Source: an optimization exercise on an open RTL-to-GDS flow (aim: small area). Production flows keep margins and buffers that such runs may drop. Function was checked by simulation only, so behaviour that the tests miss may differ from the original. The clock input has no modelled driver; a real chip could not lean on it and would need a root buffer or a full tree. Power and IR drop assume default switching activity.

==> build 14 <==
==> flow/design.v <==
module LiftController(d_up, d_down, f, p_dir, rfloor, clk, reset);
input  [3:0] d_up;
input  [3:0] d_down;
input  [4:0] f;
output [1:0] p_dir;
input  clk, reset;
output reg [2:0] rfloor;
localparam [3:0] S0 = {2'b10, 2'd1};
reg [3:0] pstate, nstate;
reg [1:0] count;
reg       nz;     
reg       pdir;   
reg       rdir;
reg       idle;   
assign p_dir = {pdir & ~idle, ~(pdir | idle)};
wire none = ~(|f | |d_up | |d_down);
wire [1:0] g = pstate[3:2];
wire [1:0] i = (pstate[1:0] == 2'd0) ? 2'd2 : (pstate[1:0] == 2'd1) ? 2'd0 : (pstate[1:0] == 2'd2) ? 2'd3 : 2'd1;
wire i0 = (i == 2'd0), i1 = (i == 2'd1), i3 = (i == 2'd3);
wire isU  = (g == 2'd0);
wire isD  = (g == 2'd1);
wire isS  = (g == 2'd2);           
wire isS0 = isS & i0;
wire isSk = isS & ~i0;             
wire isS1 = isS & i1;
wire isS2 = isS & (i == 2'd2);
wire isS4 = (g == 2'd3) & i0;
wire isM  = (g == 2'd3) & ~i0;
wire mv   = ~g[1] | isM;
wire atk  = isSk & (rfloor[1:0] == i);    
wire upen = isU & ~i3 | isS0 | atk | isM & pdir & ~i3;
wire [4:1] ge = {upen, upen & (i != 2'd3), upen & ~i[1], upen & i0};
wire dnen = isD & ~i1 | isS4 | atk | isM & ~pdir & ~i1;
wire [3:0] le = {4{dnen}} & {i0, i0 | i3, i0 | i[1], 1'b1};    
wire [4:1] fu = f[4:1] & ge;
wire [4:1] hu_u = {1'b0, d_up[3:1]} & ge;
wire [4:1] hu_d = d_down[3:0] & ge & {1'b1, {3{~mv}}};
wire [4:1] hu = hu_u | hu_d;
reg [2:0] fu_fl, hu_fl; reg hu_rd;
always @* begin
    casez (fu)
    4'b???1: fu_fl = 3'd1;
    4'b??10: fu_fl = 3'd2;
    4'b?100: fu_fl = 3'd3;
    default: fu_fl = 3'd4;
    endcase
    casez (hu)
    4'b???1: begin hu_fl = 3'd1; hu_rd = hu_u[1]; end
    4'b??10: begin hu_fl = 3'd2; hu_rd = hu_u[2]; end
    4'b?100: begin hu_fl = 3'd3; hu_rd = hu_u[3]; end
    default: begin hu_fl = 3'd4; hu_rd = 1'b0; end
    endcase
end
wire fu_hit = |fu;
wire hu_hit = |hu;
wire hfirst = (isS1 & rdir) | (isS2 & ~rdir);
wire s1q = isS1 & ~rdir;
wire hu_en = ~(s1q & |f[4:1]);
wire use_h = hu_en & hu_hit & (hfirst | ~fu_hit);
wire u_hit = fu_hit | (hu_en & hu_hit);
wire [2:0] u_fl = use_h ? hu_fl : fu_fl;
wire u_rd = use_h ? hu_rd : 1'b1;
wire u_pd = ~s1q | use_h;
wire [3:0] fd = f[3:0] & le;
wire [3:0] hd_u = d_up[3:0] & le & {{3{~mv}}, 1'b1};
wire [3:0] hd_d = {d_down[2:0], 1'b0} & le;
wire [3:0] hd = hd_u | hd_d;
reg [2:0] fd_fl, hd_fl; reg hd_rd;
always @* begin
    casez (fd)
    4'b1???: fd_fl = 3'd3;
    4'b01??: fd_fl = 3'd2;
    4'b001?: fd_fl = 3'd1;
    default: fd_fl = 3'd0;
    endcase
    casez (hd)
    4'b1???: begin hd_fl = 3'd3; hd_rd = hd_u[3]; end
    4'b01??: begin hd_fl = 3'd2; hd_rd = hd_u[2]; end
    4'b001?: begin hd_fl = 3'd1; hd_rd = hd_u[1]; end
    default: begin hd_fl = 3'd0; hd_rd = hd_u[0] & ~(isS1 & rdir); end
    endcase
end
wire fd_hit = |fd;
wire d_hit = fd_hit | |hd;
wire [2:0] d_fl = fd_hit ? fd_fl : hd_fl;
wire d_rd = ~fd_hit & hd_rd;
wire sel_u = u_hit & ~(atk & ~rdir & d_hit);
wire sel_d = d_hit & ~(atk & rdir & u_hit);
wire [2:0] rf = sel_u ? u_fl : sel_d ? d_fl : rfloor;
wire rd = sel_u ? u_rd : sel_d ? d_rd : rdir;
wire go = ~none & (isS0 & (u_hit | rfloor != 3'd0) | isS4 & (d_hit | ~rfloor[2]) |
                   isSk & (~atk | u_hit | d_hit));
wire pd = isU | isS0 & (u_hit | rfloor != 3'd0) | pdir & ~isD &
          ~(isS4 & d_hit) & ~(isSk & sel_d) | isSk & sel_u & u_pd;
wire c2 = count[1];
wire [1:0] cnt = ~g[1] ? {count[0], ~(count[0] | count[1])} : count;
wire [3:0] tgt = 4'b0001 << (isU ? i + 2'd1 : i - 2'd1);    
wire arrive = isU & (i3 | |(tgt[3:1] & (f[3:1] | d_up[3:1]))) |
              isD & (i1 | |(tgt[3:1] & (f[3:1] | d_down[2:0])));
wire z = g[1] ? (~isM & ~go) : (nz | ~c2 & arrive);
wire leave = isM | go;
wire up = isS0 | ~isS4 & (isM ? pdir : pd);
wire [3:0] nsl = ~g[1] ? (c2 ? (isU ? {1'b1, ~nz | i3, i + 2'd1} : {1'b1, ~nz & ~i1, i - 2'd1}) : {g, i})
                       : (leave ? {1'b0, ~up, i} : {g, i});
wire [3:0] ns = {nsl[3:2], (nsl[1:0] == 2'd0) ? 2'd1 : (nsl[1:0] == 2'd1) ? 2'd3 : (nsl[1:0] == 2'd2) ? 2'd0 : 2'd2};
always @(posedge clk) begin
    if (reset) begin
        pstate <= S0; nstate <= S0; count <= 2'd0; nz <= 1'b1;
        pdir <= 1'b1; rdir <= 1'b0; rfloor <= 3'd0; idle <= 1'b1;
    end else begin
        pstate <= nstate;
        nstate <= ns; rfloor <= rf; rdir <= rd; count <= cnt; nz <= z; pdir <= pd;
        idle <= none;
    end
end
endmodule
==> flow/flow/run.sh <==
#!/bin/bash
# Standard synthesis, then a stronger area re-optimisation of its combinational logic
# (every flip-flop kept as it is), then the standard layout with small port buffers
# and a single clock buffer. Each tool's output goes to its own log file here.
set -euo pipefail
R=orfs/results/${FLOW_PLATFORM}/LiftController/base
YOSYS=$FLOW_HOME/../tools/install/yosys/bin/yosys
[[ -x $YOSYS ]] || YOSYS=yosys
LIB=$FLOW_HOME/platforms/${FLOW_PLATFORM}/lib/sky130_fd_sc_hd__tt_025C_1v80.lib

bash standard.sh synth > synth.log 2>&1
cp $R/1_2_yosys.v std_yosys.v

# several seeds of the same re-optimisation, four at a time; keep the smallest
SEEDS="1 2 3 4 5 6 7 8 9 10 11 12 13 14 15 16"
for s in $SEEDS; do
  sed "s/@SEED@/$s/" flow/deep.abc > deep_$s.abc
  REOPT_LIB=$LIB REOPT_DONTUSE=flow/dontuse.txt REOPT_IN=std_yosys.v REOPT_SCRIPT=deep_$s.abc \
  REOPT_OUT=reopt_$s.v REOPT_STAT=reopt_stat_$s.txt $YOSYS -c flow/reopt.tcl > reopt_$s.log 2>&1 &
  if (( s % 4 == 0 )); then wait; fi
done
wait
best=""; barea=""
for s in $SEEDS; do
  a=$(grep -i "chip area" reopt_stat_$s.txt | awk '{print $NF}') || continue
  [[ -n "$a" ]] || continue
  if [[ -z "$barea" ]] || awk "BEGIN{exit !($a < $barea)}"; then best=$s; barea=$a; fi
done
echo "seed $best area $barea" > reopt_choice.txt
if [[ -n "$best" ]]; then
  cp reopt_$best.v $R/1_2_yosys.v
  rm -f $R/1_synth.odb $R/1_synth.sdc
  bash standard.sh synth > synth_odb.log 2>&1
fi

# small port buffers; one clock buffer for all flip-flops instead of an H-tree
BUFFER_PORTS_ARGS="-buffer_cell sky130_fd_sc_hd__buf_1" PRE_CTS_TCL=$(pwd)/flow/one_clkbuf.tcl \
  bash standard.sh > layout.log 2>&1
==> flow/flow/deep.abc <==
strash
&get -n
&deepsyn -T 60 -S @SEED@
&put
dch -f
amap -m -F 4 -A 10 -C 1000
==> flow/flow/dontuse.txt <==
-dont_use sky130_fd_sc_hd__lpflow_bleeder_1 -dont_use sky130_fd_sc_hd__lpflow_clkbufkapwr_1 -dont_use sky130_fd_sc_hd__lpflow_clkbufkapwr_16 -dont_use sky130_fd_sc_hd__lpflow_clkbufkapwr_2 -dont_use sky130_fd_sc_hd__lpflow_clkbufkapwr_4 -dont_use sky130_fd_sc_hd__lpflow_clkbufkapwr_8 -dont_use sky130_fd_sc_hd__lpflow_clkinvkapwr_1 -dont_use sky130_fd_sc_hd__lpflow_clkinvkapwr_16 -dont_use sky130_fd_sc_hd__lpflow_clkinvkapwr_2 -dont_use sky130_fd_sc_hd__lpflow_clkinvkapwr_4 -dont_use sky130_fd_sc_hd__lpflow_clkinvkapwr_8 -dont_use sky130_fd_sc_hd__lpflow_decapkapwr_12 -dont_use sky130_fd_sc_hd__lpflow_decapkapwr_3 -dont_use sky130_fd_sc_hd__lpflow_decapkapwr_4 -dont_use sky130_fd_sc_hd__lpflow_decapkapwr_6 -dont_use sky130_fd_sc_hd__lpflow_decapkapwr_8 -dont_use sky130_fd_sc_hd__lpflow_inputiso0n_1 -dont_use sky130_fd_sc_hd__lpflow_inputiso0p_1 -dont_use sky130_fd_sc_hd__lpflow_inputiso1n_1 -dont_use sky130_fd_sc_hd__lpflow_inputiso1p_1 -dont_use sky130_fd_sc_hd__lpflow_inputisolatch_1 -dont_use sky130_fd_sc_hd__lpflow_isobufsrc_1 -dont_use sky130_fd_sc_hd__lpflow_isobufsrc_16 -dont_use sky130_fd_sc_hd__lpflow_isobufsrc_2 -dont_use sky130_fd_sc_hd__lpflow_isobufsrc_4 -dont_use sky130_fd_sc_hd__lpflow_isobufsrc_8 -dont_use sky130_fd_sc_hd__lpflow_isobufsrckapwr_16 -dont_use sky130_fd_sc_hd__lpflow_lsbuf_lh_hl_isowell_tap_1 -dont_use sky130_fd_sc_hd__lpflow_lsbuf_lh_hl_isowell_tap_2 -dont_use sky130_fd_sc_hd__lpflow_lsbuf_lh_hl_isowell_tap_4 -dont_use sky130_fd_sc_hd__lpflow_lsbuf_lh_isowell_4 -dont_use sky130_fd_sc_hd__lpflow_lsbuf_lh_isowell_tap_1 -dont_use sky130_fd_sc_hd__lpflow_lsbuf_lh_isowell_tap_2 -dont_use sky130_fd_sc_hd__lpflow_lsbuf_lh_isowell_tap_4 -dont_use sky130_fd_sc_hd__probe_p_8 -dont_use sky130_fd_sc_hd__probec_p_8 
==> flow/flow/one_clkbuf.tcl <==
# Clock distribution for a small design: one clock buffer drives every flip-flop clock pin
# (the clock port then feeds a single cell), in place of the H-tree that CTS builds.
set cb_master_name [expr {[info exists ::env(ONE_CLKBUF)] ? $::env(ONE_CLKBUF) : "sky130_fd_sc_hd__clkbuf_8"}]
set block [ord::get_db_block]
set db [ord::get_db]
set master [$db findMaster $cb_master_name]
set clknet [$block findNet clk]
set leaf [odb::dbNet_create $block clknet_leaf]
$leaf setSigType CLOCK
set buf [odb::dbInst_create $block $master clkbuf_leaf]
set sx 0; set sy 0; set n 0
foreach it [$clknet getITerms] {
  set inst [$it getInst]
  if {$inst eq $buf} { continue }
  $it disconnect
  $it connect $leaf
  set bb [$inst getBBox]
  set sx [expr {$sx + ([$bb xMin] + [$bb xMax]) / 2}]
  set sy [expr {$sy + ([$bb yMin] + [$bb yMax]) / 2}]
  incr n
}
[$buf findITerm A] connect $clknet
[$buf findITerm X] connect $leaf
$buf setLocation [expr {$sx / $n}] [expr {$sy / $n}]
$buf setPlacementStatus PLACED
global_connect
puts "one_clkbuf: $cb_master_name drives $n clock pins"
proc clock_tree_synthesis {args} { puts "one_clkbuf: clock_tree_synthesis skipped" }
set_propagated_clock [all_clocks]
==> flow/flow/reopt.tcl <==
# Re-optimise the combinational logic of the standard synthesis netlist, keeping every
# flip-flop instance (name, cell type, connections to its own nets) as it is.
set lib $::env(REOPT_LIB)
set dont_use [split [string trim [read [open $::env(REOPT_DONTUSE)]]]]
yosys read_liberty -ignore_miss_func $lib
yosys read_verilog $::env(REOPT_IN)
yosys hierarchy -top LiftController
yosys setattr -mod -set keep_hierarchy 1 sky130_fd_sc_hd__*df* sky130_fd_sc_hd__*dl*
yosys flatten
yosys rename -hide w:*.*
yosys opt_clean -purge
yosys techmap
yosys opt -fast
yosys abc -script $::env(REOPT_SCRIPT) -liberty $lib {*}$dont_use
yosys opt_clean -purge
yosys hilomap -singleton -hicell sky130_fd_sc_hd__conb_1 HI -locell sky130_fd_sc_hd__conb_1 LO
yosys splitnets
yosys insbuf -buf sky130_fd_sc_hd__buf_4 A X
yosys opt_clean -purge
yosys blackbox sky130_fd_sc_hd__*df* sky130_fd_sc_hd__*dl*
yosys tee -o $::env(REOPT_STAT) stat -liberty $lib
yosys select LiftController
yosys write_verilog -noattr -nohex -nodec -selected $::env(REOPT_OUT)
==> flow/standard.sh <==
#!/bin/bash
# synth_recipe.tcl (not shown) runs the flow's synth.tcl, then flattens the netlist and writes it again
# the make line also repeats each setting of config.mk as NAME=value (left out here)
make -C /OpenROAD-flow-scripts/flow DESIGN_CONFIG=/design/flow/config.mk WORK_HOME=/design/flow/orfs CLKGATE_MAP_FILE= SYNTH_SCRIPT=/design/flow/synth_recipe.tcl "${@:-finish}"
==> flow/config.mk <==
export PLATFORM = sky130hd
export DESIGN_NAME = LiftController
export DESIGN_NICKNAME = LiftController
export VERILOG_FILES = /design/flow/design.v
export SDC_FILE = /design/flow/constraint.sdc
export NUM_CORES = 4
export LEC_CHECK = 0
export CAP_MARGIN = 20
export CORE_AREA = 2.3 2.72 77.74 76.16
export DIE_AREA = 0 0 80 80
export GPL_TIMING_DRIVEN = 0
export SLEW_MARGIN = 20
==> flow/constraint.sdc <==
create_clock -name core_clock -period 5.0 [get_ports {clk}]
set_input_delay 1.0000 -clock core_clock [delete_from_list [all_inputs] [get_ports {clk}]]
set_output_delay 1.0000 -clock core_clock [all_outputs]
set_load 0.01 [all_outputs]
==> build 32: changes against build 14 <==
--- a/flow/design.v
+++ b/flow/design.v
@@ -5,7 +5,7 @@
 output [1:0] p_dir;
 input  clk, reset;
 output reg [2:0] rfloor;
-localparam [3:0] S0 = {2'b10, 2'd1};
+localparam [3:0] S0 = 4'b1000;
 reg [3:0] pstate, nstate;
 reg [1:0] count;
 reg       nz;     
@@ -15,7 +15,7 @@
 assign p_dir = {pdir & ~idle, ~(pdir | idle)};
 wire none = ~(|f | |d_up | |d_down);
 wire [1:0] g = pstate[3:2];
-wire [1:0] i = (pstate[1:0] == 2'd0) ? 2'd2 : (pstate[1:0] == 2'd1) ? 2'd0 : (pstate[1:0] == 2'd2) ? 2'd3 : 2'd1;
+wire [1:0] i = pstate[1:0];
 wire i0 = (i == 2'd0), i1 = (i == 2'd1), i3 = (i == 2'd3);
 wire isU  = (g == 2'd0);
 wire isD  = (g == 2'd1);
@@ -27,11 +27,12 @@
 wire isS4 = (g == 2'd3) & i0;
 wire isM  = (g == 2'd3) & ~i0;
 wire mv   = ~g[1] | isM;
-wire atk  = isSk & (rfloor[1:0] == i);    
-wire upen = isU & ~i3 | isS0 | atk | isM & pdir & ~i3;
+wire atk  = isSk & (rfloor == {1'b0, i});
+wire upen = (isU | isM) & ~i3 | isS;
 wire [4:1] ge = {upen, upen & (i != 2'd3), upen & ~i[1], upen & i0};
-wire dnen = isD & ~i1 | isS4 | atk | isM & ~pdir & ~i1;
-wire [3:0] le = {4{dnen}} & {i0, i0 | i3, i0 | i[1], 1'b1};    
+wire dnen = isD & ~i0 | isS4 | isSk | isM & ~i1;
+wire [3:0] lt = {1'b0, i3, i[1], ~i0};            
+wire [3:0] le = isS4 ? 4'b1111 : {4{dnen}} & (isD ? (lt | (4'b0001 << i)) : lt);
 wire [4:1] fu = f[4:1] & ge;
 wire [4:1] hu_u = {1'b0, d_up[3:1]} & ge;
 wire [4:1] hu_d = d_down[3:0] & ge & {1'b1, {3{~mv}}};
@@ -84,25 +85,26 @@
 wire d_hit = fd_hit | |hd;
 wire [2:0] d_fl = fd_hit ? fd_fl : hd_fl;
 wire d_rd = ~fd_hit & hd_rd;
-wire sel_u = u_hit & ~(atk & ~rdir & d_hit);
-wire sel_d = d_hit & ~(atk & rdir & u_hit);
+wire u_ok = ~(isSk & ~atk) & ~(isM & ~pdir);
+wire d_ok = ~(isSk & ~atk) & ~(isM & pdir);
+wire sel_u = u_hit & u_ok & ~(atk & ~rdir & d_hit);
+wire sel_d = d_hit & d_ok & ~(atk & rdir & u_hit);
 wire [2:0] rf = sel_u ? u_fl : sel_d ? d_fl : rfloor;
 wire rd = sel_u ? u_rd : sel_d ? d_rd : rdir;
-wire go = ~none & (isS0 & (u_hit | rfloor != 3'd0) | isS4 & (d_hit | ~rfloor[2]) |
-                   isSk & (~atk | u_hit | d_hit));
+wire go = ~none & (isS0 & (u_hit | rfloor != 3'd0) | isS4 & (d_hit | rfloor != 3'd4) |
+                   isSk & (~atk | sel_u | sel_d));
 wire pd = isU | isS0 & (u_hit | rfloor != 3'd0) | pdir & ~isD &
           ~(isS4 & d_hit) & ~(isSk & sel_d) | isSk & sel_u & u_pd;
-wire c2 = count[1];
-wire [1:0] cnt = ~g[1] ? {count[0], ~(count[0] | count[1])} : count;
-wire [3:0] tgt = 4'b0001 << (isU ? i + 2'd1 : i - 2'd1);    
+wire c2 = count == 2'd2;
+wire [1:0] cnt = ~g[1] ? (c2 ? 2'd0 : count + 2'd1) : count;
+wire [3:0] tgt = 4'b0001 << (isU ? i + 2'd1 : i);    
 wire arrive = isU & (i3 | |(tgt[3:1] & (f[3:1] | d_up[3:1]))) |
-              isD & (i1 | |(tgt[3:1] & (f[3:1] | d_down[2:0])));
+              isD & (i0 | |(tgt[3:1] & (f[3:1] | d_down[2:0])));
 wire z = g[1] ? (~isM & ~go) : (nz | ~c2 & arrive);
 wire leave = isM | go;
 wire up = isS0 | ~isS4 & (isM ? pdir : pd);
-wire [3:0] nsl = ~g[1] ? (c2 ? (isU ? {1'b1, ~nz | i3, i + 2'd1} : {1'b1, ~nz & ~i1, i - 2'd1}) : {g, i})
-                       : (leave ? {1'b0, ~up, i} : {g, i});
-wire [3:0] ns = {nsl[3:2], (nsl[1:0] == 2'd0) ? 2'd1 : (nsl[1:0] == 2'd1) ? 2'd3 : (nsl[1:0] == 2'd2) ? 2'd0 : 2'd2};
+wire [3:0] ns = ~g[1] ? (c2 ? (isU ? {1'b1, ~nz | i3, i + 2'd1} : {1'b1, ~nz & ~i0, i}) : pstate)
+                       : (leave ? (up ? {2'b00, i} : {2'b01, i - 2'd1}) : pstate);
 always @(posedge clk) begin
     if (reset) begin
         pstate <= S0; nstate <= S0; count <= 2'd0; nz <= 1'b1;
==> flow/flow/run.sh (replaced) <==
#!/bin/bash
# Standard synthesis, then a stronger area re-optimisation of its combinational logic
# (every flip-flop kept as it is), then the standard layout with small port buffers.
set -euo pipefail
R=orfs/results/${FLOW_PLATFORM}/LiftController/base
YOSYS=$FLOW_HOME/../tools/install/yosys/bin/yosys
[[ -x $YOSYS ]] || YOSYS=yosys
LIB=$FLOW_HOME/platforms/${FLOW_PLATFORM}/lib/sky130_fd_sc_hd__tt_025C_1v80.lib

bash standard.sh synth > synth.log 2>&1
cp $R/1_2_yosys.v std_yosys.v

# several seeds of the same re-optimisation in parallel; keep the smallest
for s in 1 2 3 4; do
  sed "s/@SEED@/$s/" flow/deep.abc > deep_$s.abc
  REOPT_LIB=$LIB REOPT_DONTUSE=flow/dontuse.txt REOPT_IN=std_yosys.v REOPT_SCRIPT=deep_$s.abc \
  REOPT_OUT=reopt_$s.v REOPT_STAT=reopt_stat_$s.txt $YOSYS -c flow/reopt.tcl > reopt_$s.log 2>&1 &
done
wait
best=""; barea=""
for s in 1 2 3 4; do
  a=$(grep -i "chip area" reopt_stat_$s.txt | awk '{print $NF}') || continue
  [[ -n "$a" ]] || continue
  if [[ -z "$barea" ]] || awk "BEGIN{exit !($a < $barea)}"; then best=$s; barea=$a; fi
done
echo "seed $best area $barea" > reopt_choice.txt
if [[ -n "$best" ]]; then
  cp reopt_$best.v $R/1_2_yosys.v
  rm -f $R/1_synth.odb $R/1_synth.sdc
  bash standard.sh synth > synth_odb.log 2>&1
fi

BUFFER_PORTS_ARGS="-buffer_cell sky130_fd_sc_hd__buf_1" bash standard.sh > layout.log 2>&1
Settings changed: ABC_AREA set to 1, CTS_BUF_LIST set to sky130_fd_sc_hd__clkbuf_2 sky130_fd_sc_hd__clkbuf_4.
removed: flow/flow/one_clkbuf.tcl
==> comparison <==
In critical path depth, build 14 and build 32 do not differ. In sequential cell count, build 32 and build 14 do not differ. Of build 14 and build 32, build 32 has the higher clock power (gap 25%, measured against build 32). Against build 32, the total power of build 14 is lower by about 17%. Of build 32 and build 14, build 32 has the higher first-iteration DRC count (gap about 4.5%, measured against build 14). Against build 32, the hold slack of build 14 is lower by 0.0014 ns. In build 14 the fmax is lower than in build 32, by about 5%. In build 14 the sequential power is lower than in build 32, by about 5%. Against build 14, the cell area of build 32 is larger by about 7%.
==> figures <==
Outcome: build 14 complete, no violations; build 32 complete, no violations
Wire length per cell after detailed routing: build 14 12.81 um; build 32 13.20 um
Detailed route wirelength on metal3: build 14 156 um; build 32 260 um
Time the final worst path needs with I/O delays and setup: build 14 4.129 ns; build 32 3.913 ns
Net load switching power: build 14 0.07497 mW; build 32 0.1013 mW
Most prevalent standard cell on the critical path: build 14 sky130_fd_sc_hd__nor2_1; build 32 sky130_fd_sc_hd__o21ai_0
Combined area of the multi-input logic cells: build 14 660.6 um2; build 32 752.0 um2
DRC marker count from the first detailed-route iteration: build 14 66; build 32 69
Crit Reg-Reg Endpoint: build 14 rfloor[0]; build 32 nstate[1]
Fmax: build 14 242.2 MHz; build 32 255.6 MHz
Worst-skew pair later-pin latency: build 14 0.17 ns; build 32 0.30 ns
Share of final-layout standard cells stronger than drive strength 1: build 14 0.5435%; build 32 2.000%
Clock group: build 14 0.0562 mW; build 32 0.0751 mW
Pint: build 14 0.1776 mW; build 32 0.2025 mW
Crit path from: build 14 pstate[0]; build 32 pstate[1]
Comb power frac: build 14 20.1%; build 32 24.4%
Net count reported at finish: build 14 201; build 32 216
Post-detailed-placement cell area: build 14 1267 um2; build 32 1340 um2
Min-Delay Endpoint: build 14 pstate[0]; build 32 pstate[3]
The clock cells of build 14 come from the design's own scripts or RTL, not from TritonCTS.

## port drivers added, routing unchanged
In the flow no input, the clock included, has a driving cell. The finished layouts below were timed again as built, in two steps. Step 1 (the two cells are an assumption about what drives the block):
set clk [get_ports {clk}]
set_driving_cell -lib_cell sky130_fd_sc_hd__clkbuf_16 $clk
set_driving_cell -lib_cell sky130_fd_sc_hd__buf_2 [delete_from_list [all_inputs] $clk]
Step 2 also shifts input and output timing later by t, the mid clock arrival at the registers, as if the neighbouring blocks saw the same clock. Slacks: ideal ports / drivers / drivers and shift; pairs: ideal ports / drivers.
run	t (ns)	slack for setup (ns)	slew at the worst register clock pin (ns)
build 14	0.189	0.871 / 0.871 / 0.871	0.11 / 0.11
build 32	0.318	1.087 / 1.087 / 1.087	0.10 / 0.10
After both steps setup and hold are still met in every run listed.
